This is an optimization exercise on Yosys and OpenROAD, whose aim is small area, a short achievable clock period and few clock cycles per item, not a production implementation.
Where RTL was checked, it was by simulation tests only, not by an equivalence proof against the original.
The RTL of runs 1 to 3 was laid out without a check of its function.

==> design/flow/design.v <==
module bitcoin_hash(input logic        clk, reset_n, start,
                    input logic [15:0] message_addr, output_addr,
                   output logic        done, mem_we,
                   output logic [15:0] mem_addr,
                   output logic [31:0] mem_write_data,
                    input logic [31:0] mem_read_data);
function automatic [31:0] rotr(input [31:0] x, input integer r);
    rotr = (x >> r) | (x << (32 - r));
endfunction
localparam logic [2047:0] KTAB = {
    32'hc67178f2, 32'hbef9a3f7, 32'ha4506ceb, 32'h90befffa,
    32'h8cc70208, 32'h84c87814, 32'h78a5636f, 32'h748f82ee,
    32'h682e6ff3, 32'h5b9cca4f, 32'h4ed8aa4a, 32'h391c0cb3,
    32'h34b0bcb5, 32'h2748774c, 32'h1e376c08, 32'h19a4c116,
    32'h106aa070, 32'hf40e3585, 32'hd6990624, 32'hd192e819,
    32'hc76c51a3, 32'hc24b8b70, 32'ha81a664b, 32'ha2bfe8a1,
    32'h92722c85, 32'h81c2c92e, 32'h766a0abb, 32'h650a7354,
    32'h53380d13, 32'h4d2c6dfc, 32'h2e1b2138, 32'h27b70a85,
    32'h14292967, 32'h06ca6351, 32'hd5a79147, 32'hc6e00bf3,
    32'hbf597fc7, 32'hb00327c8, 32'ha831c66d, 32'h983e5152,
    32'h76f988da, 32'h5cb0a9dc, 32'h4a7484aa, 32'h2de92c6f,
    32'h240ca1cc, 32'h0fc19dc6, 32'hefbe4786, 32'he49b69c1,
    32'hc19bf174, 32'h9bdc06a7, 32'h80deb1fe, 32'h72be5d74,
    32'h550c7dc3, 32'h243185be, 32'h12835b01, 32'hd807aa98,
    32'hab1c5ed5, 32'h923f82a4, 32'h59f111f1, 32'h3956c25b,
    32'he9b5dba5, 32'hb5c0fbcf, 32'h71374491, 32'h428a2f98};
localparam logic [31:0] IV0 = 32'h6a09e667, IV1 = 32'hbb67ae85, IV2 = 32'h3c6ef372, IV3 = 32'ha54ff53a,
                        IV4 = 32'h510e527f, IV5 = 32'h9b05688c, IV6 = 32'h1f83d9ab, IV7 = 32'h5be0cd19;
function automatic [63:0] csa(input [31:0] x, input [31:0] y, input [31:0] z);
    csa = {x ^ y ^ z, ((x & y) | (x & z) | (y & z)) << 1};
endfunction
function automatic [31:0] add_bk(input [31:0] x, input [31:0] y);
    logic [31:0] gg, pp;
    gg = x & y;
    pp = x ^ y;
    for (int l = 0; l < 5; l++)
        for (int i = 0; i < 32; i++)
            if (((i + 1) % (2 << l)) == 0) begin
                gg[i] = gg[i] | (pp[i] & gg[i - (1 << l)]);
                pp[i] = pp[i] & pp[i - (1 << l)];
            end
    for (int l = 3; l >= 0; l--)
        for (int i = 0; i < 32; i++)
            if (((i + 1) % (2 << l)) == (1 << l) && i >= (2 << l)) begin
                gg[i] = gg[i] | (pp[i] & gg[i - (1 << l)]);
                pp[i] = pp[i] & pp[i - (1 << l)];
            end
    add_bk = (x ^ y) ^ {gg[30:0], 1'b0};
endfunction
function automatic [15:0] add_bk16(input [15:0] x, input [15:0] y);
    logic [15:0] gg, pp;
    gg = x & y;
    pp = x ^ y;
    for (int l = 0; l < 4; l++)
        for (int i = 0; i < 16; i++)
            if (((i + 1) % (2 << l)) == 0) begin
                gg[i] = gg[i] | (pp[i] & gg[i - (1 << l)]);
                pp[i] = pp[i] & pp[i - (1 << l)];
            end
    for (int l = 2; l >= 0; l--)
        for (int i = 0; i < 16; i++)
            if (((i + 1) % (2 << l)) == (1 << l) && i >= (2 << l)) begin
                gg[i] = gg[i] | (pp[i] & gg[i - (1 << l)]);
                pp[i] = pp[i] & pp[i - (1 << l)];
            end
    add_bk16 = (x ^ y) ^ {gg[14:0], 1'b0};
endfunction
logic [31:0] a, b, c, d, e, f, g, h;
logic [31:0] w [0:15];
logic [31:0] ra [0:3];
logic [31:0] re [0:3];
logic [31:0] m;
logic        busy;       
logic        pro;        
logic [7:0]  tau;        
logic [3:0]  nonce;
logic        we_r;
logic [15:0] addr_r;
assign done           = ~busy;
assign mem_we         = we_r;
assign mem_addr       = addr_r;
assign mem_write_data = d;
logic        busy_n, pro_n, we_n;
logic [7:0]  tau_n;
logic [3:0]  nonce_n;
always_comb begin
    busy_n = busy; pro_n = pro; tau_n = tau + 8'd1; nonce_n = nonce;
    we_n = 1'b0;
    if (!busy) begin
        tau_n = 8'd0;
        pro_n = 1'b1;
        nonce_n = 4'd0;
        if (start) busy_n = 1'b1;
    end else if (pro) begin
        if (tau == 8'd81) begin pro_n = 1'b0; tau_n = 8'd0; end
    end else begin
        if (tau == 8'd134) we_n = 1'b1;
        if (tau == 8'd135) begin
            tau_n = 8'd0;
            nonce_n = nonce + 4'd1;
            if (nonce == 4'd15) busy_n = 1'b0;
        end
    end
end
localparam SEL_RND = 2'd0, SEL_ROT = 2'd1, SEL_IV = 2'd2, SEL_MID = 2'd3;
typedef struct packed {
    logic [1:0] asel;       
    logic       emit_w;     
    logic       emit_r;     
    logic       yzero;      
    logic [1:0] wsel;       
    logic [2:0] wc;         
    logic       kz1;        
    logic       kfold;      
    logic       kiv;        
    logic       tp;         
    logic       aload;      
    logic       awr;        
    logic [1:0] ainc;       
} ctrl_t;
function automatic ctrl_t decode(input logic bz, input logic pr, input logic [7:0] t);
    ctrl_t r;
    r = '0;
    r.asel = SEL_ROT;
    r.tp = t[0];            
    if (!bz) begin
        r.aload = 1'b1;
    end else if (pr) begin
        if (t == 8'd71) r.aload = 1'b1;
        if (t == 8'd72) r.ainc = 2'd1;
        if (t >= 8'd2 && t <= 8'd17) r.wsel = 2'd1;
        if (t == 8'd1 || t == 8'd9) r.asel = SEL_IV;
        if (t >= 8'd2 && t <= 8'd5) begin r.emit_r = 1'b1; r.yzero = 1'b1; end
        if (t == 8'd8 || t == 8'd80) r.kz1 = 1'b1;
        if (t == 8'd9) r.kiv = 1'b1;
        if (t >= 8'd10 && t <= 8'd73) r.asel = SEL_RND;
        if (t >= 8'd74 && t <= 8'd77) r.emit_r = 1'b1;
        if (t >= 8'd78) r.asel = SEL_MID;
        if (t >= 8'd74 && t <= 8'd76) r.wsel = 2'd1;
        if (t >= 8'd77) r.wsel = 2'd2;
        if (t == 8'd78) r.wc = 3'd2;         
    end else begin
        if (t <= 8'd63) r.asel = SEL_RND;
        if (t >= 8'd64 && t <= 8'd67) r.emit_w = 1'b1;
        if (t == 8'd67) begin r.asel = SEL_IV; r.kiv = 1'b1; end
        if (t == 8'd66 || t == 8'd134) r.kz1 = 1'b1;
        if (t == 8'd130) r.kfold = 1'b1;
        if (t >= 8'd68 && t <= 8'd131) r.asel = SEL_RND;
        if (t >= 8'd132) r.asel = SEL_MID;
        if (t == 8'd125) r.aload = 1'b1;
        if (t == 8'd126) r.ainc = 2'd1;
        if (t == 8'd133) begin r.aload = 1'b1; r.awr = 1'b1; end
        if (t == 8'd134) r.ainc = 2'd2;
        if (t <= 8'd7) begin r.wsel = 2'd2; r.wc = (t == 8'd7) ? 3'd3 : 3'd0; end
        if (t >= 8'd68 && t <= 8'd75) begin
            r.wsel = 2'd2;
            r.wc = (t == 8'd68) ? 3'd2 : (t == 8'd75) ? 3'd4 : 3'd0;
        end
        if (t >= 8'd128 && t <= 8'd130) r.wsel = 2'd1;
        if (t >= 8'd131) begin
            r.wsel = 2'd2;
            r.wc = (t == 8'd131) ? 3'd1 : (t == 8'd132) ? 3'd2 : 3'd0;
        end
    end
    decode = r;
endfunction
ctrl_t ct, ct_n;
assign ct_n = decode(busy, pro_n, tau_n);
always_ff @(posedge clk, negedge reset_n) begin
    if (!reset_n) begin
        busy  <= 1'b0;
        we_r  <= 1'b0;
    end else begin
        busy  <= busy_n;
        we_r  <= we_n;
    end
end
always_ff @(posedge clk) begin
    pro   <= pro_n;
    tau   <= tau_n;
    nonce <= nonce_n;
    ct    <= ct_n;
end
logic [5:0] kidx;       
logic [3:0] wnonce;     
always_ff @(posedge clk) begin
    kidx   <= ct.kz1 ? 6'd0 : kidx + 6'd1;
    wnonce <= pro ? 4'd0 : nonce + 4'd1;
end
wire [31:0] s1  = rotr(e, 6) ^ rotr(e, 11) ^ rotr(e, 25);
wire [31:0] ch  = (e & f) ^ (~e & g);
wire [31:0] s0  = rotr(a, 2) ^ rotr(a, 13) ^ rotr(a, 22);
wire [31:0] maj = (a & b) ^ (a & c) ^ (b & c);
wire [31:0] c1s, c1c, c2s, c2c, c3s, c3c, e1s, e1c, e2s, e2c;
assign {c1s, c1c} = csa(ch, maj, m);         
assign {c2s, c2c} = csa(s0, s1, c1s);
assign {c3s, c3c} = csa(c2s, c2c, c1c);
assign {e1s, e1c} = csa(ch, m, d);           
assign {e2s, e2c} = csa(e1s, e1c, s1);
wire        rnd   = (ct.asel == SEL_RND);
wire [31:0] a_cy  = add_bk(c3s, c3c) ^ c3s ^ c3c;
wire [31:0] e_cy  = add_bk(e2s, e2c) ^ e2s ^ e2c;
wire [31:0] kk = ct.kfold ? 32'hc67178f2 + IV0 : ct.kiv ? 32'h428a2f98 + IV7 : KTAB[32*kidx +: 32];
wire [31:0] m1s, m1c;
assign {m1s, m1c} = csa(w[9], g & {32{~ct.kiv}}, kk);
wire [31:0] sg0 = rotr(w[1], 7) ^ rotr(w[1], 18) ^ (w[1] >> 3);
wire [31:0] sg1 = rotr(w[14], 17) ^ rotr(w[14], 19) ^ (w[14] >> 10);
wire [31:0] n1s, n1c, n2s, n2c;
assign {n1s, n1c} = csa(sg1, w[9], sg0);
assign {n2s, n2c} = csa(n1s, n1c, w[0]);
wire [31:0] w_next = add_bk(n2s, n2c);
wire [31:0] xa = ct.tp ? c : a;
wire [31:0] xe = ct.tp ? g : e;
wire [31:0] sum_a = add_bk(xa, ra[3] & {32{~ct.yzero}});
wire [31:0] sum_e = add_bk(xe, re[3] & {32{~ct.yzero}});
wire [31:0] mid_a = ct.tp ? ra[2] : ra[0];
wire [31:0] mid_e = ct.tp ? re[2] : re[0];
logic [31:0] wconst, w_in, a_in, e_in, a_oth, e_oth;
always_comb begin
    case (ct.wc)
    3'd1:    wconst = {28'd0, wnonce};
    3'd2:    wconst = 32'h80000000;
    3'd3:    wconst = 32'd640;
    3'd4:    wconst = 32'd256;
    default: wconst = 32'd0;
    endcase
    if (ct.emit_w) w_in = sum_e;
    else case (ct.wsel)
    2'd0:    w_in = w_next;
    2'd1:    w_in = mem_read_data;
    default: w_in = wconst;
    endcase
    case (ct.asel)
    SEL_IV:  begin a_oth = IV0; e_oth = IV4; end
    SEL_MID: begin a_oth = mid_a; e_oth = mid_e; end
    default: begin a_oth = d; e_oth = h; end
    endcase
    a_in = (rnd ? c3s ^ c3c : a_oth) ^ (a_cy & {32{rnd}});
    e_in = (rnd ? e2s ^ e2c : e_oth) ^ (e_cy & {32{rnd}});
end
wire ivl = (ct.asel == SEL_IV);
always_ff @(posedge clk) begin
    a <= a_in; b <= ivl ? IV1 : a; c <= ivl ? IV2 : b; d <= ivl ? IV3 : c;
    e <= e_in; f <= ivl ? IV5 : e; g <= ivl ? IV6 : f; h <= ivl ? IV7 : g;
    for (int i = 0; i < 15; i++) w[i] <= w[i+1];
    w[11] <= ct.emit_w ? sum_a : w[12];
    w[15] <= w_in;
    ra[0] <= ct.emit_r ? sum_a : ra[3]; ra[1] <= ra[0]; ra[2] <= ra[1]; ra[3] <= ra[2];
    re[0] <= ct.emit_r ? sum_e : re[3]; re[1] <= re[0]; re[2] <= re[1]; re[3] <= re[2];
    m <= add_bk(m1s, m1c);
    addr_r <= ct.aload ? (ct.awr ? output_addr : message_addr)
                       : add_bk16(addr_r, (ct.ainc == 2'd1) ? 16'd16 : (ct.ainc == 2'd2) ? {12'd0, nonce} : 16'd1);
end
endmodule
==> design/flow/flow/run.sh <==
#!/bin/bash
# Layout with the standard flow (standard.sh), with these changes:
#  - synthesis skips the full-adder extraction (ADDER_MAP_FILE empty), so the
#    carry-save adders of the SHA-256 round map to faster XOR/majority logic;
#    synthesis script, passes, flattening and renaming are otherwise standard;
#  - optionally, ports are buffered with buf_2 cells.
set -euo pipefail
EXTRA="ADDER_MAP_FILE= SETUP_SLACK_MARGIN=6.5 'BUFFER_PORTS_ARGS=-buffer_cell sky130_fd_sc_hd__buf_2'"
sed "s|\"\${@:-finish}\"|$EXTRA \"\${@:-finish}\"|" standard.sh > standard_own.sh
grep -q 'SETUP_SLACK_MARGIN=6.5' standard_own.sh
bash standard_own.sh synth > synth.log 2>&1
bash standard_own.sh finish > layout.log 2>&1
==> design/flow/standard.sh <==
#!/bin/bash
# synth_recipe.tcl (not shown) runs the flow's synth.tcl, then flattens the netlist and writes it again
# the make line also repeats each setting of config.mk as NAME=value (left out here)
make -C /OpenROAD-flow-scripts/flow DESIGN_CONFIG=/design/flow/config.mk WORK_HOME=/design/flow/orfs CLKGATE_MAP_FILE= SYNTH_SCRIPT=/design/flow/synth_recipe.tcl "${@:-finish}"
==> design/flow/config.mk <==
export PLATFORM = sky130hd
export DESIGN_NAME = bitcoin_hash
export DESIGN_NICKNAME = bitcoin_hash
export VERILOG_FILES = /design/flow/design.v
export SDC_FILE = /design/flow/constraint.sdc
export NUM_CORES = 8
export LEC_CHECK = 0
export ABC_AREA = 1
export CAP_MARGIN = 20
export CORE_MARGIN = 2
export CORE_UTILIZATION = 40
export CTS_CLUSTER_DIAMETER = 100
export CTS_CLUSTER_SIZE = 20
export PLACE_DENSITY = 0.85
export SETUP_SLACK_MARGIN = 5
export SLEW_MARGIN = 20
==> design/flow/constraint.sdc <==
create_clock -name core_clock -period 10.0 [get_ports {clk}]
set_input_delay 2.0000 -clock core_clock [delete_from_list [all_inputs] [get_ports {clk}]]
set_output_delay 2.0000 -clock core_clock [all_outputs]
set_load 0.01 [all_outputs]
==> results.txt, run 1 <==
Post-synth EDFFs 0; WL met2 around 81,000 um; drt total wl about 180,000 um; share of the synthesized area in the top cell type between 40% and 50%; critical register-to-register path startpoint ct[17]; initial antenna violation count 10; Worst Hold Class reg -> reg; Critical Path Source Type flop; vias in the first global route about 45,000; Syn Inst Count 7,395; DR top layer met5; # Max-Cap Violations 0; first-pass GRT wire length about 260,000 um; Area contributors post-synth dfxtp_1 (43%), nand2_1 (17%), inv_1 (6.6%); share of cells above drive strength 1 ~16%; full die area between 100,000 and 150,000 um2; wire per inst between 15 and 20 um; fin crit period 3.81 ns; routed via count 49,645; Layout area overhead 17.1%; ANT nets after route 0; fillers ~12,000; # DRC 0; hold_sp w[2][3]; Clk Latency, worst-skew pair roughly 0.7 ns; core area about 130,000 um2; Main synth FF type dfxtp_1; Final Max Slew Viols 0; Initial Util 40.2%; Async SR Flop Fraction 0.180%; Final Hold Viols 0; drt pass-1 iters 8; Final WS setup around 6.2 ns; Slowest cell on crit path o21ai_0; f_max between 200 and 300 MHz; gpl congestion just over 1; status no timing/DRC/antenna violations; GRT Util Overall 26.0%; dpl ws 5.18 ns; total negative slack 0 ns; post-route non-filler standard cell count 9,336; cts hold-fix bufs 0; final net count approximately 7,600; DR WL met3 roughly 20,000 um; most frequent cell after synthesis nand2_1; final period utilization approximately two fifths; Boundary Pins between 100 and 150; Die Wd about 360 um; CTS tree yes; Max clock buf depth 3; detail-routed via count per cell roughly 5.3; post-synth top area cell dfxtp_1; Die Span Y 364 um; clk sinks 1,114; CTS root buffer clkbuf_16; crit path max fanout between 40 and 50; Yosys cell types 67; post-synth net total ~7,500; met1 wire length 70,300 um; critical path class reg -> reg; GR Overflow Total 0; crit-path cells buf_4, nand2_1, buf_4, clkinv_2, buf_4, o21ai_0, o21ai_0, o21ai_0, xor2_1; Setup crit start ct[17]; largest net degree at the start of global routing 84; crit path capture type flop; Worst-Margin Slew 1.14 ns; Post-DP HPWL 135,000 um; H-tree depth 3; Final setup viols 0; Req. time, crit path between 10 and 15 ns; dpl cells just over 9,000; # port buffers 116; Post-Syn Area roughly 52,000 um2; drt first-iter violations 5,185; Critical Path Max Stage Delay between 0.8 and 0.9 ns; skew final ~0.044 ns; kind of cell adding the most delay to the critical path buffers and inverters; Ys Warns 4; Worst EP arrival ~4.4 ns; number of synthesized register bits about 1,100; RSZ-0062 raised after global routing true; syn avg cell area roughly 7 um2; Slew HR around a quarter; Rows around 130; crit path buf inv count 4; Post-synth top cells nand2_1 (2,363), dfxtp_1 (1,112), inv_1 (918); reg2reg setup slack just over 6 ns; CTS Buf Count 68; clock transition at the registers of the reported paths ~0.08 ns; register area share after synthesis 43.0%
cell usage in the layout (no fill, tap or decap), types with 23 or more instances in the layout:
cell type / synthesis / routed
xor2_2: 5 / 77
nor2_1: 472 / 418
a21oi_1: 215 / 186
o21ai_1: 54 / 57
o22ai_1: 34 / 34
buf_4: 8 / 153
nor3_1: 35 / 33
a31oi_1: 28 / 25
xor2_1: 347 / 265
inv_1: 918 / 888
o211ai_1: 38 / 38
o21ai_0: 512 / 458
or2_2: 92 / 89
clkbuf_16: 0 / 72
nor2_2: 14 / 50
nand2_4: 6 / 33
xnor2_1: 158 / 136
a21oi_2: 4 / 25
or2_1: 24 / 23
dfxtp_4: 0 / 72
nand3_2: 3 / 40
nand3_1: 491 / 450
buf_2: 44 / 117
nand2_2: 32 / 152
nor2_4: 5 / 24
nand3b_1: 28 / 28
dfxtp_1: 1112 / 976
inv_2: 26 / 41
nand2_1: 2363 / 2211
o21ai_2: 5 / 40
a21o_1: 27 / 27
dfxtp_2: 0 / 64
per-stage QoR:
stage          instance area (um2)  hold slack, ns  util (%)
6_report                     60800           0.314      47.0
5_1_grt                      60800           0.321      47.0
3_5_place_dp                 54000           0.312      41.8
3_3_place_gp                 54000           0.309      41.8
4_1_cts                      57300           0.315      44.3
2_1_floorplan                51900           0.310         -
flip-flops by register name, summed over array words and instances (netlist names), 4 cells and up:
signal,flops
re,128
w,512
g,32
b,32
kidx,6
ra,128
m,32
h,32
addr_r,16
a,32
e,32
ct,17
d,32
c,32
f,32
wnonce,4
tau,8
nonce,4
final cells by class:
class                      count  area, um2  share of cell area, %
multi-input combinational   5134      27800                   45.7
sequential                  1114      22700                   37.3
inverter                     949       3690                   6.07
timing repair buffer         307       2500                   4.11
tap                         1742       2180                   3.59
clock buffer                  71       1720                   2.84
clock inverter                15        234                  0.385
timing repair inverter         2       13.8                 0.0227
antenna                        2       5.00                0.00824
logic make-up (layout without fill, tap and decap cells):
family	Yosys count	after routing	share of synthesized area, %
other	0	2	0
xor gates and xnor gates	510	510	8.68
buffers and inverters	1149	1344	8.61
AOI/OAI and AO/OA	1020	1020	11.0
and+or+nand+nor	3602	3604	28.7
DFF	1114	1114	43.0
what timing repair did:
action                     4_1_cts  5_1_grt
pin swaps                       20      161
buffers inserted                35      122
gates cloned                     8        5
setup endpoints to repair      228      129
gates resized for setup        244      662
hold endpoints to repair         0        0
per-layer routing:
layer	vias to the layer above	track usage, %
met5	-	0
met4	6	16.9
met3	655	5.33
met2	2536	41.0
met1	23036	32.4
li1	23412	-
path summary, 6_finish.rpt:
check / endpoint / cells past startpoint
setup / recovery: e[8] / 9
hold / removal: w[1][3] / 0
setup reg to reg: e[8] / 9
hold reg to reg: w[1][3] / 0
max in group asynchronous: busy / 1
min in group asynchronous: busy / 1
==> run 2: changes to the inputs <==
--- a/design/flow/config.mk
+++ b/design/flow/config.mk
@@ -10,7 +10,7 @@
 export CORE_MARGIN = 2
 export CORE_UTILIZATION = 40
-export CTS_CLUSTER_DIAMETER = 100
-export CTS_CLUSTER_SIZE = 20
-export PLACE_DENSITY = 0.85
+export CTS_CLUSTER_DIAMETER = 60
+export CTS_CLUSTER_SIZE = 28
+export PLACE_DENSITY = 0.8
 export SETUP_SLACK_MARGIN = 5
 export SLEW_MARGIN = 20
==> run 2 against run 1 <==
Net effect:
- clock-buffer cell count rose by 13
- routed wire length rose by 1.7%
- fmax up 5.3%
- first-iteration DRC count is 1.4% higher
- critical path depth up 18
- via count is 0.69% higher
- non-clock buffer count grew 6
- synthesized cell count unchanged
- largest cell class unchanged
- highest routed layer unchanged
==> results.txt, run 2 <==
Final setup viols 0 (unchanged); Boundary Pins 117 (unchanged); Slew HR 25.9% (was 24.0%); Ys Warns 4 (unchanged); most common cell after layout, fill and taps aside nand2_1 (unchanged); GR Overflow Total 0 (unchanged); Die Wd 364 um (unchanged); Post-synth top cells nand2_1 (2,363), dfxtp_1 (1,112), inv_1 (918) (unchanged); syn avg cell area 7.02 um2 (unchanged); Post-DP HPWL 137,000 um (was 135,000 um); met2 Use GR 42.4% (was 41.0%); H-tree depth 3 (unchanged); Syn Inst Count 7,395 (unchanged); wire per inst 20.0 um (was 19.8 um); Critical Path Source Type flop (unchanged); crit path max fanout 6 (was 42); M1 GR Usage 33.3% (was 32.4%); Clk Latency, worst-skew pair 0.71 ns (was 0.70 ns); Worst Hold Class reg -> reg (unchanged); Post-Syn Area 51,900 um2 (unchanged); RSZ-0062 raised after global routing true (unchanged); vias in the first global route 44,348 (was 44,987); Final Hold Viols 0 (unchanged); first-pass GRT wire length 266,000 um (was 263,000 um); drt pass-1 iters 8 (unchanged); share of cells above drive strength 1 16.6% (was 16.1%); WHS Endpoint w[4][0] (was w[1][3]); final period utilization 36.2% (was 38.1%); post-synth top area cell dfxtp_1 (unchanged); # DRC 0 (unchanged); Worst Reg-to-Reg Cells 27 (was 9); Async SR Flop Fraction 0.180% (unchanged); gpl congestion 1.01 (was 1.03); CTS tree yes (unchanged); cell depth of the worst hold path 0 (unchanged); grt peak-use layer met2 (unchanged); Main synth FF type dfxtp_1 (unchanged); f_max 276 MHz (was 262 MHz); Rows 132 (unchanged); Critical Path Max Stage Delay 0.49 ns (was 0.81 ns); fillers 12,182 (was 12,278); max FFs per register 512 (unchanged); detail-routed via count per cell 5.32 (about the same); FF/Latch Area 22,700 um2 (about the same); Req. time, crit path 10.60 ns (was 10.56 ns); most frequent cell after synthesis nand2_1 (unchanged); Max clock buf depth 3 (unchanged); Post-synth EDFFs 0 (unchanged); kind of cell adding the most delay to the critical path simple AND/OR/NAND/NOR gates (was buffers and inverters); clock transition at the registers of the reported paths 0.10 ns (was 0.08 ns); hold_sp w[5][0] (was w[2][3]); final net count 7,657 (was 7,643); Worst EP arrival 4.22 ns (was 4.38 ns); CTS root buffer clkbuf_16 (unchanged); met3 usage 4.87% (was 5.33%); CTS Buf Count 78 (was 68); ANT nets after route 0 (unchanged); dpl cells 9,083 (was 9,078); initial antenna violation count 14 (was 10); Area contributors post-synth dfxtp_1 (43%), nand2_1 (17%), inv_1 (6.6%) (unchanged); Biggest register w (unchanged); core area 129,000 um2 (unchanged); crit path capture type flop (unchanged); drt first-iter violations 5,259 (was 5,185); fin crit period 3.62 ns (was 3.81 ns); # Max-Cap Violations 0 (unchanged); status no timing/DRC/antenna violations (unchanged); Worst-Margin Slew 1.11 ns (was 1.14 ns); Critical R2R Capture e[31] (was e[8]); Layout area overhead 18.8% (was 17.1%); Slowest cell on crit path dfxtp_4 (was o21ai_0); biggest regs w: 512 flops, ra: 128 flops, re: 128 flops (unchanged); post-synth net total 7,462 (unchanged); post-route non-filler standard cell count 9,401 (was 9,336); cts hold-fix bufs 0 (unchanged); largest net degree at the start of global routing 92 (was 84); Yosys cell types 67 (unchanged); share of the synthesized area in the top cell type 42.9% (unchanged); most frequent cells in the layout nand2_1 (2,214), dfxtp_1 (970), inv_1 (885) (was nand2_1 (2,211), dfxtp_1 (976), inv_1 (888)); critical path class reg -> reg (unchanged); drt total wl 188,000 um (was 185,000 um); reg2reg setup slack 6.38 ns (was 6.19 ns); skew final 0.0437 ns (was 0.0443 ns); Initial Util 40.2% (unchanged); routed via count 49,988 (was 49,645); register area share after synthesis 43.0% (unchanged); Final Max Slew Viols 0 (unchanged); full die area 133,000 um2 (unchanged); critical register-to-register path startpoint e[14] (was ct[17]); clk sinks 1,114 (unchanged); number of synthesized register bits 1,114 (unchanged); Die Span Y 364 um (unchanged); multi-input combinational cell area 27,600 um2 (was 27,800 um2); most frequent CP cell nand2_1; # port buffers 116 (unchanged); crit path buf inv count 1 (was 4); total negative slack 0 ns (unchanged); GRT Util Overall 26.5% (was 26.0%)
run 2: changes by cell type in the layout (fill, tap and decap cells not counted), moves of 10 or more:
cell       change
clkinv_8      +10
buf_4         +12
o21ai_1       +22
nand3_2       +12
o21ai_0       -16
xor2_2        -12
clkbuf_16     +10
nand2_4       -10
nand3_1       -11
run 2: kinds of logic (layout without fill, tap and decap cells):
family | count (synthesis) | after routing | synth area share (%)
compound gates | 1020 | 1020 | 11.0
flops | 1114 | 1114 | 43.0
other cells | 0 | 4 | 0
simple gates | 3602 | 3602 | 28.7
xor+xnor | 510 | 510 | 8.68
buf+inv | 1149 | 1409 | 8.61
run 2: layer usage:
layer	share of wire, %	up-vias
met5	0.052	-
met4	7.2	14
met3	11	685
met2	44	2659
met1	38	23156
li1	-	23474
run 2: timing repair:
item                       4_1_cts  5_1_grt
gates resized for setup        236      656
pin swaps                       25      129
buffers inserted                47      111
setup endpoints to repair      181      139
gates cloned                     6        5
run 2: worst reg2reg max path: cells and delay by family (launching register included):
family          cells  cell delay, ns
xor+xnor            2            0.48
buf+inv             1            0.08
flops               1            0.49
simple gates       23            2.37
compound gates      1            0.11
run 2: worst max path at each step:
| stage | start | to | slack [ns] | cells after the start |
|---|---|---|---|---|
| floorplan | kidx[3] | m[31] | 7.13 | 26 |
| global placement | ct[13] | ra[0][31] | 5.43 | 27 |
| detailed placement | ct[13] | ra[0][31] | 5.25 | 27 |
| CTS | e[26] | a[31] | 6.47 | 28 |
| global route | e[0] | a[31] | 6.18 | 27 |
| finish | e[14] | e[31] | 6.38 | 27 |
run 2: area by class of cell:
class | count | share of cell area [%]
Clock buffer | 84 | 3.28
Clock inverter | 61 | 1.64
Timing Repair inverter | 2 | 0.0325
Tap cell | 1742 | 3.54
Inverter | 949 | 5.94
Sequential cell | 1114 | 36.8
Antenna cell | 4 | 0.0162
Timing Repair Buffer | 313 | 4.02
Multi-Input combinational cell | 5132 | 44.7
run 2: per-stage QoR:
| step | util (%) | hold WS (ns) | instance area [um2] | setup WS [ns] |
|---|---|---|---|---|
| final | 47.7 | 0.282 | 61600 | 6.38 |
| after detailed placement | 41.8 | 0.312 | 54000 | 5.25 |
| after CTS | 45.2 | 0.277 | 58400 | 6.47 |
| after global placement | 41.8 | 0.310 | 54000 | 5.43 |
| after global routing | 47.7 | 0.282 | 61600 | 6.18 |
| after floorplan | - | 0.310 | 51900 | 7.13 |
==> run 3: changes to the inputs <==
--- a/design/flow/design.v
+++ b/design/flow/design.v
@@ -48,23 +48,6 @@
     add_bk = (x ^ y) ^ {gg[30:0], 1'b0};
 endfunction
-function automatic [15:0] add_bk16(input [15:0] x, input [15:0] y);
-    logic [15:0] gg, pp;
-    gg = x & y;
-    pp = x ^ y;
-    for (int l = 0; l < 4; l++)
-        for (int i = 0; i < 16; i++)
-            if (((i + 1) % (2 << l)) == 0) begin
-                gg[i] = gg[i] | (pp[i] & gg[i - (1 << l)]);
-                pp[i] = pp[i] & pp[i - (1 << l)];
-            end
-    for (int l = 2; l >= 0; l--)
-        for (int i = 0; i < 16; i++)
-            if (((i + 1) % (2 << l)) == (1 << l) && i >= (2 << l)) begin
-                gg[i] = gg[i] | (pp[i] & gg[i - (1 << l)]);
-                pp[i] = pp[i] & pp[i - (1 << l)];
-            end
-    add_bk16 = (x ^ y) ^ {gg[14:0], 1'b0};
-endfunction
-logic [31:0] a, b, c, d, e, f, g, h;
+logic [31:0] a, bn, c, dn, e, fn, g, hn;
+wire  [31:0] b = ~bn, d = ~dn, f = ~fn, h = ~hn;
 logic [31:0] w [0:15];
 logic [31:0] ra [0:3];
@@ -170,15 +153,17 @@
     if (!reset_n) begin
         busy  <= 1'b0;
+        pro   <= 1'b0;
+        tau   <= 8'd0;
+        nonce <= 4'd0;
         we_r  <= 1'b0;
+        ct    <= '0;
     end else begin
         busy  <= busy_n;
+        pro   <= pro_n;
+        tau   <= tau_n;
+        nonce <= nonce_n;
         we_r  <= we_n;
+        ct    <= ct_n;
     end
-end
-always_ff @(posedge clk) begin
-    pro   <= pro_n;
-    tau   <= tau_n;
-    nonce <= nonce_n;
-    ct    <= ct_n;
 end
 logic [5:0] kidx;       
@@ -199,6 +184,6 @@
 assign {e2s, e2c} = csa(e1s, e1c, s1);
 wire        rnd   = (ct.asel == SEL_RND);
-wire [31:0] a_cy  = add_bk(c3s, c3c) ^ c3s ^ c3c;
-wire [31:0] e_cy  = add_bk(e2s, e2c) ^ e2s ^ e2c;
+wire [31:0] a_cy  = (c3s + c3c) ^ c3s ^ c3c;
+wire [31:0] e_cy  = (e2s + e2c) ^ e2s ^ e2c;
 wire [31:0] kk = ct.kfold ? 32'hc67178f2 + IV0 : ct.kiv ? 32'h428a2f98 + IV7 : KTAB[32*kidx +: 32];
 wire [31:0] m1s, m1c;
@@ -241,6 +226,6 @@
 wire ivl = (ct.asel == SEL_IV);
 always_ff @(posedge clk) begin
-    a <= a_in; b <= ivl ? IV1 : a; c <= ivl ? IV2 : b; d <= ivl ? IV3 : c;
-    e <= e_in; f <= ivl ? IV5 : e; g <= ivl ? IV6 : f; h <= ivl ? IV7 : g;
+    a <= a_in; bn <= ~(ivl ? IV1 : a); c <= ivl ? IV2 : b; dn <= ~(ivl ? IV3 : c);
+    e <= e_in; fn <= ~(ivl ? IV5 : e); g <= ivl ? IV6 : f; hn <= ~(ivl ? IV7 : g);
     for (int i = 0; i < 15; i++) w[i] <= w[i+1];
     w[11] <= ct.emit_w ? sum_a : w[12];
@@ -250,5 +235,5 @@
     m <= add_bk(m1s, m1c);
     addr_r <= ct.aload ? (ct.awr ? output_addr : message_addr)
-                       : add_bk16(addr_r, (ct.ainc == 2'd1) ? 16'd16 : (ct.ainc == 2'd2) ? {12'd0, nonce} : 16'd1);
+                       : addr_r + ((ct.ainc == 2'd1) ? 16'd16 : (ct.ainc == 2'd2) ? {12'd0, nonce} : 16'd1);
 end
 endmodule
--- a/design/flow/config.mk
+++ b/design/flow/config.mk
@@ -9,8 +9,7 @@
 export CAP_MARGIN = 20
 export CORE_MARGIN = 2
-export CORE_UTILIZATION = 40
-export CTS_CLUSTER_DIAMETER = 60
-export CTS_CLUSTER_SIZE = 28
-export PLACE_DENSITY = 0.8
+export CORE_UTILIZATION = 50
+export CTS_CLUSTER_DIAMETER = 100
+export CTS_CLUSTER_SIZE = 20
 export SETUP_SLACK_MARGIN = 5
 export SLEW_MARGIN = 20
==> run 3 against run 2 <==
Net effect:
- core utilization up 13 points
- synthesized area is 1.1% higher
- flip-flop and latch count stayed put
- worst setup slack improved by 0.14 ns
==> results.txt, run 3 <==
Max clock buf depth 3 (unchanged); Area contributors post-synth dfxtp_1 (41%), nand2_1 (18%), xor2_1 (5.8%) (was dfxtp_1 (43%), nand2_1 (17%), inv_1 (6.6%)); H-tree depth 3 (unchanged); max FFs per register 512 (unchanged); largest net degree at the start of global routing 106 (was 92); Biggest register w (unchanged); first-pass GRT wire length 277,000 um (was 266,000 um); post-synth top area cell dfxtp_1 (unchanged); hold_sp w[8][18] (was w[5][0]); post-synth net total 7,520 (was 7,462); Slew HR 21.8% (was 25.9%); most frequent cells in the layout nand2_1 (2,249), dfxtp_1 (954), inv_1 (758) (was nand2_1 (2,214), dfxtp_1 (970), inv_1 (885)); drt first-iter violations 4,377 (was 5,259); Post-DP HPWL 147,000 um (was 137,000 um); initial antenna violation count 8 (was 14); Final Hold Viols 0 (unchanged); Syn Inst Count 7,453 (was 7,395); biggest regs w: 512 flops, ra: 128 flops, re: 128 flops (unchanged); critical register-to-register path startpoint kidx[0] (was e[14]); clock transition at the registers of the reported paths 0.09 ns (was 0.10 ns); skew final 0.0373 ns (was 0.0437 ns); Post-Syn Area 52,500 um2 (was 51,900 um2); vias in the first global route 43,518 (was 44,348); Die Span Y 328 um (was 364 um); share of cells above drive strength 1 19.9% (was 16.6%); fillers 9,434 (was 12,182); crit path capture type flop (unchanged); Final setup viols 0 (unchanged); cts hold-fix bufs 0 (unchanged); detail-routed via count per cell 5.40 (was 5.32); Boundary Pins 117 (unchanged); CTS tree yes (unchanged); full die area 108,000 um2 (was 133,000 um2); final period utilization 34.8% (was 36.2%); drt total wl 198,000 um (was 188,000 um); f_max 287 MHz (was 276 MHz); total negative slack 0 ns (unchanged); CTS Buf Count 67 (was 78); CTS root buffer clkbuf_16 (unchanged); Rows 118 (was 132); GR Overflow Total 0 (unchanged); Ys Warns 4 (unchanged); Worst Hold Class reg -> reg (unchanged); number of synthesized register bits 1,114 (unchanged); fin crit period 3.48 ns (was 3.62 ns); Initial Util 50.6% (was 40.2%); wire per inst 21.7 um (was 20.0 um); # port buffers 116 (unchanged); Final Util 61.0% (was 47.7%); dpl cells 8,759 (was 9,083); final net count 7,792 (was 7,657); cell area after layout 63,300 um2 (was 61,600 um2); reg2reg setup slack 6.52 ns (was 6.38 ns); share of the synthesized area in the top cell type 41.3% (was 42.9%); Setup crit start kidx[0] (was e[14]); ANT nets after route 0 (unchanged); register area share after synthesis 42.8% (was 43.0%); Final Max Slew Viols 0 (unchanged); Layout area overhead 20.7% (was 18.8%); status no timing/DRC/antenna violations (unchanged); Post-synth EDFFs 0 (unchanged); Main synth FF type dfxtp_1 (unchanged); core area 104,000 um2 (was 129,000 um2); crit path max fanout 8 (was 6); Die Wd 328 um (was 364 um); routed via count 49,348 (was 49,988); Critical Path Source Type flop (unchanged); Worst-Margin Slew 1.17 ns (was 1.11 ns); Post-synth top cells nand2_1 (2,454), dfxtp_1 (1,082), inv_1 (794) (was nand2_1 (2,363), dfxtp_1 (1,112), inv_1 (918)); RSZ-0062 raised after global routing true (unchanged); Req. time, crit path 10.59 ns (was 10.60 ns); critical path class reg -> reg (unchanged); GRT Util Overall 34.8% (was 26.5%); post-route non-filler standard cell count 9,131 (was 9,401); most frequent cell after synthesis nand2_1 (unchanged); most common cell after layout, fill and taps aside nand2_1 (unchanged); worst hold slack 0.303 ns (was 0.282 ns); Async SR Flop Fraction 2.87% (was 0.180%); # DRC 0 (unchanged); Yosys cell types 72 (was 67); drt pass-1 iters 6 (was 8); DP Area 54,100 um2 (was 54,000 um2); gpl congestion 0.988 (was 1.01); syn avg cell area 7.04 um2 (was 7.02 um2); Worst EP arrival 4.07 ns (was 4.22 ns); clk sinks 1,114 (unchanged); # Max-Cap Violations 0 (unchanged); Clk Latency, worst-skew pair 0.70 ns (was 0.71 ns)
==> run 3: repair_timing <==
item / 4_1_cts / 5_1_grt
cloned: 10 / 5
pin swaps: 46 / 241
buffers inserted: 75 / 186
setup endpoints to repair: 208 / 131
resized for setup: 396 / 864
==> run 3: per-layer routing <==
layer	track usage (%)	wire length (um)	vias up	part of all wire, %
met4	15.2	10200	8	5.2
met3	5.94	15500	441	7.9
li1	-	-	23858	-
met5	0	55	-	0.028
met2	55.1	88100	1866	45
met1	46.7	84000	23175	42
==> run 3: cell families (layout without fill, tap and decap cells) <==
logic type,after synthesis,count (layout),share of synthesized area (%)
XOR/XNOR,533,533,8.97
buffers and inverters,1046,1335,7.77
AO/OA/AOI/OAI,975,975,10.7
flip-flops,1114,1114,42.8
AND/OR/NAND/NOR,3784,3784,29.8
other,0,9,0
adder cells (fa/ha/maj),1,1,0.0191
==> run 3: metrics by stage <==
stage / setup WS (ns)
after global routing: 6.34
final: 6.52
after floorplan: 7.09
after detailed placement: 4.92
after CTS: 6.45
after global placement: 4.93
==> run 3: final cells by class <==
| class | count | area [um2] | share of cell area (%) |
|---|---|---|---|
| timing repair buffer | 420 | 3560 | 5.62 |
| antenna | 9 | 22.5 | 0.0356 |
| sequential | 1114 | 22800 | 36.0 |
| multi-input combinational | 5293 | 30000 | 47.3 |
| inverter | 827 | 3270 | 5.16 |
| timing repair inverter | 2 | 25.0 | 0.0395 |
| clock buffer | 74 | 1740 | 2.75 |
| clock inverter | 12 | 205 | 0.324 |
| tap | 1380 | 1730 | 2.73 |
==> run 3: worst paths after layout <==
check | endpoint | cells past startpoint
worst max register to register | m[29] | 24
max in group asynchronous | ct[4] | 1
worst max-delay path | m[29] | 24
min in group asynchronous | tau[1] | 1
worst min register to register | w[7][18] | 0
worst min-delay path | w[7][18] | 0
==> run 3: critical path, cell delays in order (launching register included) <==
cell and delay [ns]:
dfxtp_4 0.44, buf_12 0.17, nand2_4 0.08, nand2_8 0.16
nand2_8 0.10, nand3_4 0.10, nand4_1 0.25, a21oi_2 0.30
o21ai_4 0.13, o21ai_4 0.25, xnor2_4 0.18, buf_6 0.15
nor2_4 0.04, nand2_2 0.07, nand2_2 0.07, a21oi_4 0.19
nand2_4 0.10, nand2_4 0.08, nand2_4 0.07, nand2_4 0.07
nand2_4 0.06, buf_6 0.13, nand2_2 0.05, nand2_2 0.04
xnor2_1 0.11
==> run 4: changes to the inputs <==
--- a/design/flow/design.v
+++ b/design/flow/design.v
@@ -48,6 +48,5 @@
     add_bk = (x ^ y) ^ {gg[30:0], 1'b0};
 endfunction
-logic [31:0] a, bn, c, dn, e, fn, g, hn;
-wire  [31:0] b = ~bn, d = ~dn, f = ~fn, h = ~hn;
+logic [31:0] a, b, c, d, e, f, g, h;
 logic [31:0] w [0:15];
 logic [31:0] ra [0:3];
@@ -226,6 +225,6 @@
 wire ivl = (ct.asel == SEL_IV);
 always_ff @(posedge clk) begin
-    a <= a_in; bn <= ~(ivl ? IV1 : a); c <= ivl ? IV2 : b; dn <= ~(ivl ? IV3 : c);
-    e <= e_in; fn <= ~(ivl ? IV5 : e); g <= ivl ? IV6 : f; hn <= ~(ivl ? IV7 : g);
+    a <= a_in; b <= ivl ? IV1 : a; c <= ivl ? IV2 : b; d <= ivl ? IV3 : c;
+    e <= e_in; f <= ivl ? IV5 : e; g <= ivl ? IV6 : f; h <= ivl ? IV7 : g;
     for (int i = 0; i < 15; i++) w[i] <= w[i+1];
     w[11] <= ct.emit_w ? sum_a : w[12];
==> design/flow/flow/run.sh (replaced) <==
#!/bin/bash
# Layout with the standard flow (standard.sh), with these changes:
#  - synthesis skips the full-adder extraction (ADDER_MAP_FILE empty) and maps
#    with the ABC script flow/abc_map.script (through a copy of the ORFS
#    scripts folder); synthesis passes, flattening and renaming are otherwise
#    the standard ones;
#  - ports are buffered with buf_2 cells.
set -euo pipefail
rm -rf orfs_scripts
cp -r "$FLOW_HOME/scripts" orfs_scripts
cp flow/abc_map.script orfs_scripts/abc_area.script
EXTRA="ADDER_MAP_FILE= SETUP_SLACK_MARGIN=6.4 'BUFFER_PORTS_ARGS=-buffer_cell sky130_fd_sc_hd__buf_2'"
sed "s|\"\${@:-finish}\"|$EXTRA \"\${@:-finish}\"|" standard.sh > standard_own.sh
sed "s|\"\${@:-finish}\"|SCRIPTS_DIR=$PWD/orfs_scripts $EXTRA \"\${@:-finish}\"|" standard.sh > standard_synth.sh
grep -q 'SETUP_SLACK_MARGIN=6.4' standard_own.sh
grep -q 'SCRIPTS_DIR=' standard_synth.sh
bash standard_synth.sh synth > synth.log 2>&1
bash standard_own.sh finish > layout.log 2>&1
==> design/flow/flow/abc_map.script (new file) <==
strash; dch; amap; topo; stime -c; buffer -c; upsize -c; dnsize -c
==> run 4 against run 3 <==
Net effect:
- via count down 3.3%
- final cell count shrank 13%
- clock-buffer cell count is 1 lower
- flip-flop and latch count unchanged
- synthesized cell count is 18% lower
- critical path type unchanged
- clock skew rose by 0.018 ns
- still clean on timing, DRC and antenna
- core utilization is 3.5 points higher
- sequential share of layout area rose by 1.2 points
- critical endpoint is now a[30]
- fmax shrank 37%
==> results.txt, run 4 <==
post-synth net total 6,215 (was 7,520); Req. time, crit path 10.64 ns (was 10.59 ns); crit path max fanout 4 (was 8); detail-routed via count per cell 5.97 (was 5.40); post-synth top area cell dfxtp_1 (unchanged); Post-Syn Area 47,600 um2 (was 52,500 um2); Critical Path Max Stage Delay 0.44 ns (about the same); biggest regs w: 512 flops, ra: 128 flops, re: 128 flops (unchanged); Final Hold Viols 0 (unchanged); register area share after synthesis 47.2% (was 42.8%); fillers 7,910 (was 9,434); routed via count 47,709 (was 49,348); Initial Util 50.3% (was 50.6%); CTS root buffer clkbuf_16 (unchanged); skew final 0.0548 ns (was 0.0373 ns); most frequent cell after synthesis nor2_1 (was nand2_1); Syn Inst Count 6,148 (was 7,453); dpl cells 7,405 (was 8,759); drt total wl 193,000 um (was 198,000 um); largest net degree at the start of global routing 74 (was 106); Final WS setup 4.47 ns (was 6.52 ns); ANT nets after route 0 (unchanged); CTS Buf Count 67 (unchanged); Worst EP arrival 6.16 ns (was 4.07 ns); GR Overflow Total 0 (unchanged); vias in the first global route 42,740 (was 43,518); FF/Latch Area 22,700 um2 (was 22,800 um2); most frequent CP cell nor3_2 (was nand2_4); Ys Warns 4 (unchanged); final period utilization 55.3% (was 34.8%); fin crit period 5.53 ns (was 3.48 ns); most frequent cells in the layout dfxtp_1 (998), nor2_1 (938), nand2_1 (596) (was nand2_1 (2,249), dfxtp_1 (954), inv_1 (758)); Critical Path Source Type flop (unchanged); share of cells above drive strength 1 26.0% (was 19.9%); status no timing/DRC/antenna violations (unchanged); max FFs per register 512 (unchanged); Post-DP HPWL 134,000 um (was 147,000 um); Die Wd 312 um (was 328 um); f_max 181 MHz (was 287 MHz); syn avg cell area 7.74 um2 (was 7.04 um2); Max clock buf depth 3 (unchanged); dpl ws 3.32 ns (was 4.92 ns); crit path capture type flop (unchanged); Worst Hold Class reg -> reg (unchanged); first-pass GRT wire length 271,000 um (was 277,000 um); drt pass-1 iters 6 (unchanged); H-tree depth 3 (unchanged); Die Span Y 312 um (was 328 um); post-route non-filler standard cell count 7,985 (was 9,131); most common cell after layout, fill and taps aside dfxtp_1 (was nand2_1); full die area 97,600 um2 (was 108,000 um2); Rows 113 (was 118); share of the synthesized area in the top cell type 45.5% (was 41.3%); Clk Latency, worst-skew pair 0.70 ns (about the same); total negative slack 0 ns (unchanged); # Max-Cap Violations 0 (unchanged); RSZ-0062 raised after global routing true (unchanged); core area 94,600 um2 (was 104,000 um2); Async SR Flop Fraction 2.87% (unchanged); critical path class reg -> reg (unchanged); GRT Util Overall 37.2% (was 34.8%); gpl congestion 1.01 (was 0.988); Post-synth EDFFs 0 (unchanged); Boundary Pins 117 (unchanged); wire per inst 24.1 um (was 21.7 um); initial antenna violation count 6 (was 8); Final Max Slew Viols 0 (unchanged); clk sinks 1,114 (unchanged); final net count 6,768 (was 7,792); Main synth FF type dfxtp_1 (unchanged); drt first-iter violations 4,664 (was 4,377); # DRC 0 (unchanged); CTS tree yes (unchanged); # port buffers 116 (unchanged); Biggest register w (unchanged); Slew HR 18.4% (was 21.8%); number of synthesized register bits 1,114 (unchanged); Layout area overhead 28.2% (was 20.7%); Yosys cell types 70 (was 72); Slowest cell on crit path dfxtp_4 (unchanged); Worst-Margin Slew 1.21 ns (was 1.17 ns); Final Util 64.5% (was 61.0%); Post-synth top cells nor2_1 (1,084), dfxtp_1 (1,082), o21ai_0 (757) (was nand2_1 (2,454), dfxtp_1 (1,082), inv_1 (794)); Final setup viols 0 (unchanged); clock transition at the registers of the reported paths 0.09 ns (about the same); multi-input combinational cell area 27,100 um2 (was 30,000 um2); Area contributors post-synth dfxtp_1 (46%), nor2_1 (8.6%), o21ai_0 (8.0%) (was dfxtp_1 (41%), nand2_1 (18%), xor2_1 (5.8%))
==> run 4: changes by cell type in the layout (fill, tap and decap cells not counted), moves of 103 or more <==
cell	before	now
nor2b_1	0	147
nand2_1	2249	596
nand3_1	408	18
o22ai_1	41	316
xnor2_1	144	6
inv_1	758	381
nand2_2	177	41
xor2_2	103	0
nor2_1	439	938
xor2_1	233	3
buf_6	15	158
a21oi_1	189	356
o21ai_0	337	550
==> run 4: final timing paths <==
path,cells past startpoint,end,from,slack [ns]
setup / recovery,38,a[30],e[14],4.47
hold / removal,0,w[1][31],w[2][31],0.28
setup reg to reg,38,a[30],e[14],4.47
hold reg to reg,0,w[1][31],w[2][31],0.28
max in group asynchronous,1,ct[13],reset_n,8.08
min in group asynchronous,1,tau[6],reset_n,1.36
==> run 4: metrics by stage <==
stage	hold slack, ns	area (um2)
finish	0.283	61000
floorplan	0.310	48300
global route	0.295	61000
detailed placement	0.312	50200
global placement	0.310	50100
CTS	0.284	57700
==> run 4: layer usage <==
layer	part of all wire, %	track usage [%]	vias to the layer above
li1	-	-	22608
met1	41	50.4	22447
met2	42	55.0	2170
met3	10	8.53	478
met4	6.3	20.4	6
met5	0.023	0	-
==> run 4: cell families after synthesis <==
family / count (synthesis) / synth area share (%)
AND/OR/NAND/NOR: 2200 / 19.7
XOR/XNOR: 9 / 0.166
flip-flops: 1114 / 47.2
AO/OA/AOI/OAI: 2182 / 27.8
buffers and inverters: 643 / 5.10
==> run 4: critical path: cells and delay by family, from the launching register on <==
kind                   cells  cell delay, ns
and+or+nand+nor           21            2.41
AOI/OAI and AO/OA         13            2.11
buffers and inverters      4            0.47
DFF                        1            0.44
==> run 4: timing repair <==
item | 4_1_cts | 5_1_grt
pin swaps | 211 | 191
hold buffers | 0 | 0
setup endpoints to repair | 198 | 190
resized for setup | 798 | 561
cloned | 8 | 1
buffers inserted | 322 | 161
==> run 4: cell type report <==
class	instances	area share, %
antenna	1	0.00410
clock buffer	73	2.85
clock inverter	14	0.386
inverter	473	3.21
multi-input combinational	4391	44.4
sequential	1114	37.2
tap	1265	2.60
timing repair buffer	654	9.34
Testbench counts of run 4, summed over its fixed seeds: cycles 90,360, hashes 640.
==> run 5: changes to the inputs <==
==> design/flow/flow/abc_map.script (replaced) <==
strash; dch; map -a; topo; stime -c; buffer -c; upsize -c; dnsize -c
==> run 5 against run 4 <==
Net effect:
- core utilization decreased by 3.0 points
- clock skew fell by 0.016 ns
- global-route usage decreased by 3.0 points
- clock-buffer cell count stayed put
- still clean on timing, DRC and antenna
- highest routed layer unchanged
- synthesized cell count grew 11%
- non-clock buffer count shrank 133
==> results.txt, run 5 <==
Yosys cell types 76 (was 70); Initial Util 50.4% (was 50.3%); RSZ-0062 raised after global routing true (unchanged); clock transition at the registers of the reported paths 0.09 ns (about the same); Rows 116 (was 113); post-synth net total 6,888 (was 6,215); cts hold-fix bufs 0 (unchanged); Slew HR 34.0% (was 18.4%); dpl ws 4.16 ns (was 3.32 ns); Post-synth top cells nand2_1 (1,131), dfxtp_1 (1,082), nor2_1 (1,055) (was nor2_1 (1,084), dfxtp_1 (1,082), o21ai_0 (757)); worst hold slack 0.318 ns (was 0.283 ns); gpl congestion 0.995 (was 1.01); f_max 216 MHz (was 181 MHz); Boundary Pins 117 (unchanged); Critical Path Max Stage Delay 0.44 ns (about the same); CTS tree yes (unchanged); Final WS setup 5.36 ns (was 4.47 ns); Final Max Slew Viols 0 (unchanged); final net count 7,279 (was 6,768); first-pass GRT wire length 262,000 um (was 271,000 um); Syn Inst Count 6,821 (was 6,148); Die Wd 321 um (was 312 um); total negative slack 0 ns (unchanged); skew final 0.0386 ns (was 0.0548 ns); detail-routed via count per cell 5.36 (was 5.97); drt pass-1 iters 6 (unchanged); Ys Warns 4 (unchanged); post-synth top area cell dfxtp_1 (unchanged); ANT nets after route 0 (unchanged); # DRC 0 (unchanged); core area 99,900 um2 (was 94,600 um2); largest net degree at the start of global routing 69 (was 74); Slowest cell on crit path dfxtp_4 (unchanged); fillers 8,890 (was 7,910); crit path capture type flop (unchanged); Critical Path Source Type flop (unchanged); H-tree depth 3 (unchanged); Main synth FF type dfxtp_1 (unchanged); drt first-iter violations 3,709 (was 4,664); register area share after synthesis 44.6% (was 47.2%); CTS Buf Count 68 (was 67); share of cells above drive strength 1 20.1% (was 26.0%); most frequent cells in the layout nand2_1 (1,057), dfxtp_1 (998), nor2_1 (922) (was dfxtp_1 (998), nor2_1 (938), nand2_1 (596)); Final setup viols 0 (unchanged); biggest regs w: 512 flops, ra: 128 flops, re: 128 flops (unchanged); crit path max fanout 7 (was 4); most frequent cell after synthesis nand2_1 (was nor2_1); CTS root buffer clkbuf_16 (unchanged); clk sinks 1,114 (unchanged); Layout area overhead 22.0% (was 28.2%); Biggest register w (unchanged); FF/Latch Area 22,700 um2 (about the same); multi-input combinational cell area 26,800 um2 (was 27,100 um2); number of synthesized register bits 1,114 (unchanged); final period utilization 46.4% (was 55.3%); max FFs per register 512 (unchanged); Post-DP HPWL 134,000 um (about the same); Die Span Y 321 um (was 312 um); vias in the first global route 41,776 (was 42,740); syn avg cell area 7.38 um2 (was 7.74 um2); share of the synthesized area in the top cell type 43.1% (was 45.5%); Post-synth EDFFs 0 (unchanged); Clk Latency, worst-skew pair 0.69 ns (was 0.70 ns); Post-Syn Area 50,300 um2 (was 47,600 um2); wire per inst 21.8 um (was 24.1 um); drt total wl 186,000 um (was 193,000 um); initial antenna violation count 12 (was 6); GR Overflow Total 0 (unchanged); Worst Hold Class reg -> reg (unchanged); Area contributors post-synth dfxtp_1 (43%), nand2_1 (8.4%), nor2_1 (7.9%) (was dfxtp_1 (46%), nor2_1 (8.6%), o21ai_0 (8.0%)); Req. time, crit path 10.57 ns (was 10.64 ns); Worst EP arrival 5.21 ns (was 6.16 ns); most common cell after layout, fill and taps aside nand2_1 (was dfxtp_1); status no timing/DRC/antenna violations (unchanged); full die area 103,000 um2 (was 97,600 um2); Async SR Flop Fraction 2.87% (unchanged); post-route non-filler standard cell count 8,529 (was 7,985); # Max-Cap Violations 0 (unchanged); Final Util 61.5% (was 64.5%); # port buffers 116 (unchanged); dpl cells 8,077 (was 7,405); fin crit period 4.64 ns (was 5.53 ns); Final Hold Viols 0 (unchanged); critical path class reg -> reg (unchanged); routed via count 45,707 (was 47,709); GRT Util Overall 34.3% (was 37.2%); Max clock buf depth 3 (unchanged); Worst-Margin Slew 0.988 ns (was 1.21 ns)
## run 5: cell types whose count changed after synthesis, sizes merged, moves of 64 or more
cell / before / now
nor2b: 161 / 0
xor2: 3 / 364
inv: 466 / 1004
nand3: 20 / 131
o21a: 70 / 6
xnor2: 6 / 273
o22ai: 382 / 27
nand2: 653 / 1133
o21ai: 780 / 482
o22a: 96 / 0
## run 5: layer usage
metal	GRT usage [%]	vias up	routed length, um
met4	19.1	10	11600
met2	55.0	1540	84200
li1	-	22091	-
met3	4.53	395	13300
met5	0	-	68
met1	44.6	21671	76800
## run 5: cell families after synthesis
family	Yosys count	synth area share (%)
buffers and inverters	1209	9.19
adders and majority gates	4	0.0846
xor gates and xnor gates	637	11.1
muxes	13	0.261
and+or+nand+nor	2560	20.6
DFF	1114	44.6
AOI/OAI and AO/OA	1284	14.2
## run 5: per-stage QoR
step,area (um2)
global route,61400
finish,61400
CTS,57600
floorplan,50700
global placement,52400
detailed placement,52400
## run 5: path summary, 6_finish.rpt
kind                       slack (ns)  startpoint  depth (start not counted)        end
setup / recovery                 5.36     kidx[1]                         30      m[31]
hold / removal                   0.32   w[15][21]                          0  w[14][21]
setup reg to reg                 5.36     kidx[1]                         30      m[31]
hold reg to reg                  0.32   w[15][21]                          0  w[14][21]
max in group asynchronous        8.02     reset_n                          1     ct[14]
min in group asynchronous        1.39     reset_n                          1        pro
## run 5: cell type report
| class | count | share of cell area, % |
|---|---|---|
| Timing Repair inverter | 1 | 0.0143 |
| Clock inverter | 13 | 0.454 |
| Sequential cell | 1114 | 37.0 |
| Antenna cell | 3 | 0.0122 |
| Clock buffer | 73 | 2.84 |
| Timing Repair Buffer | 521 | 7.03 |
| Tap cell | 1298 | 2.65 |
| Multi-Input combinational cell | 4498 | 43.7 |
| Inverter | 1008 | 6.33 |
## run 5: what timing repair did
action,CTS,global route
gates cloned,7,2
resized for setup,459,621
endpoints found under the setup margin,194,155
buffers inserted,176,178
pin swaps,134,231
## run 5: critical path, delay by kind of cell, from the launching register on
| kind | cells | cell delay [ns] |
|---|---|---|
| simple gates | 15 | 1.76 |
| compound gates | 8 | 1.23 |
| flops | 1 | 0.44 |
| buf+inv | 4 | 0.32 |
| xor+xnor | 1 | 0.14 |
| fa+ha+maj | 2 | 0.65 |

## re-timing with driven ports
The flow's constraints put no driver on any port. The routed layouts listed below were extracted and timed again, unchanged, in two steps. Step 1 (the two cells are an assumption about what drives the block):
set clk [get_ports {clk}]
set_driving_cell -lib_cell sky130_fd_sc_hd__clkbuf_16 $clk
set_driving_cell -lib_cell sky130_fd_sc_hd__buf_2 [delete_from_list [all_inputs] $clk]
Step 2 adds t to the input delays and takes it off the output delays; t is the mean of the earliest and latest rising clock arrival at the registers after step 1. Input paths then give back, and output paths get back, about the clock's delay inside the block. Slacks: ideal ports / drivers / drivers and shift; pairs: ideal ports / drivers.
run | t (ns) | setup WS [ns] | worst register clock-pin slew, ns | cell pins on the clock port's net
run 1 | 0.747 | 6.187 / 6.187 / 6.187 | 0.10 / 0.10 | 1
run 2 | 0.756 | 6.380 / 6.380 / 6.380 | 0.10 / 0.10 | 1
run 3 | 0.756 | 6.521 / 6.463 / 6.521 | 0.10 / 0.10 | 1
run 4 | 0.742 | 4.473 / 4.473 / 4.473 | 0.10 / 0.10 | 1
run 5 | 0.750 | 5.363 / 5.363 / 5.363 | 0.09 / 0.09 | 1
After both steps setup and hold are still met in every run listed.
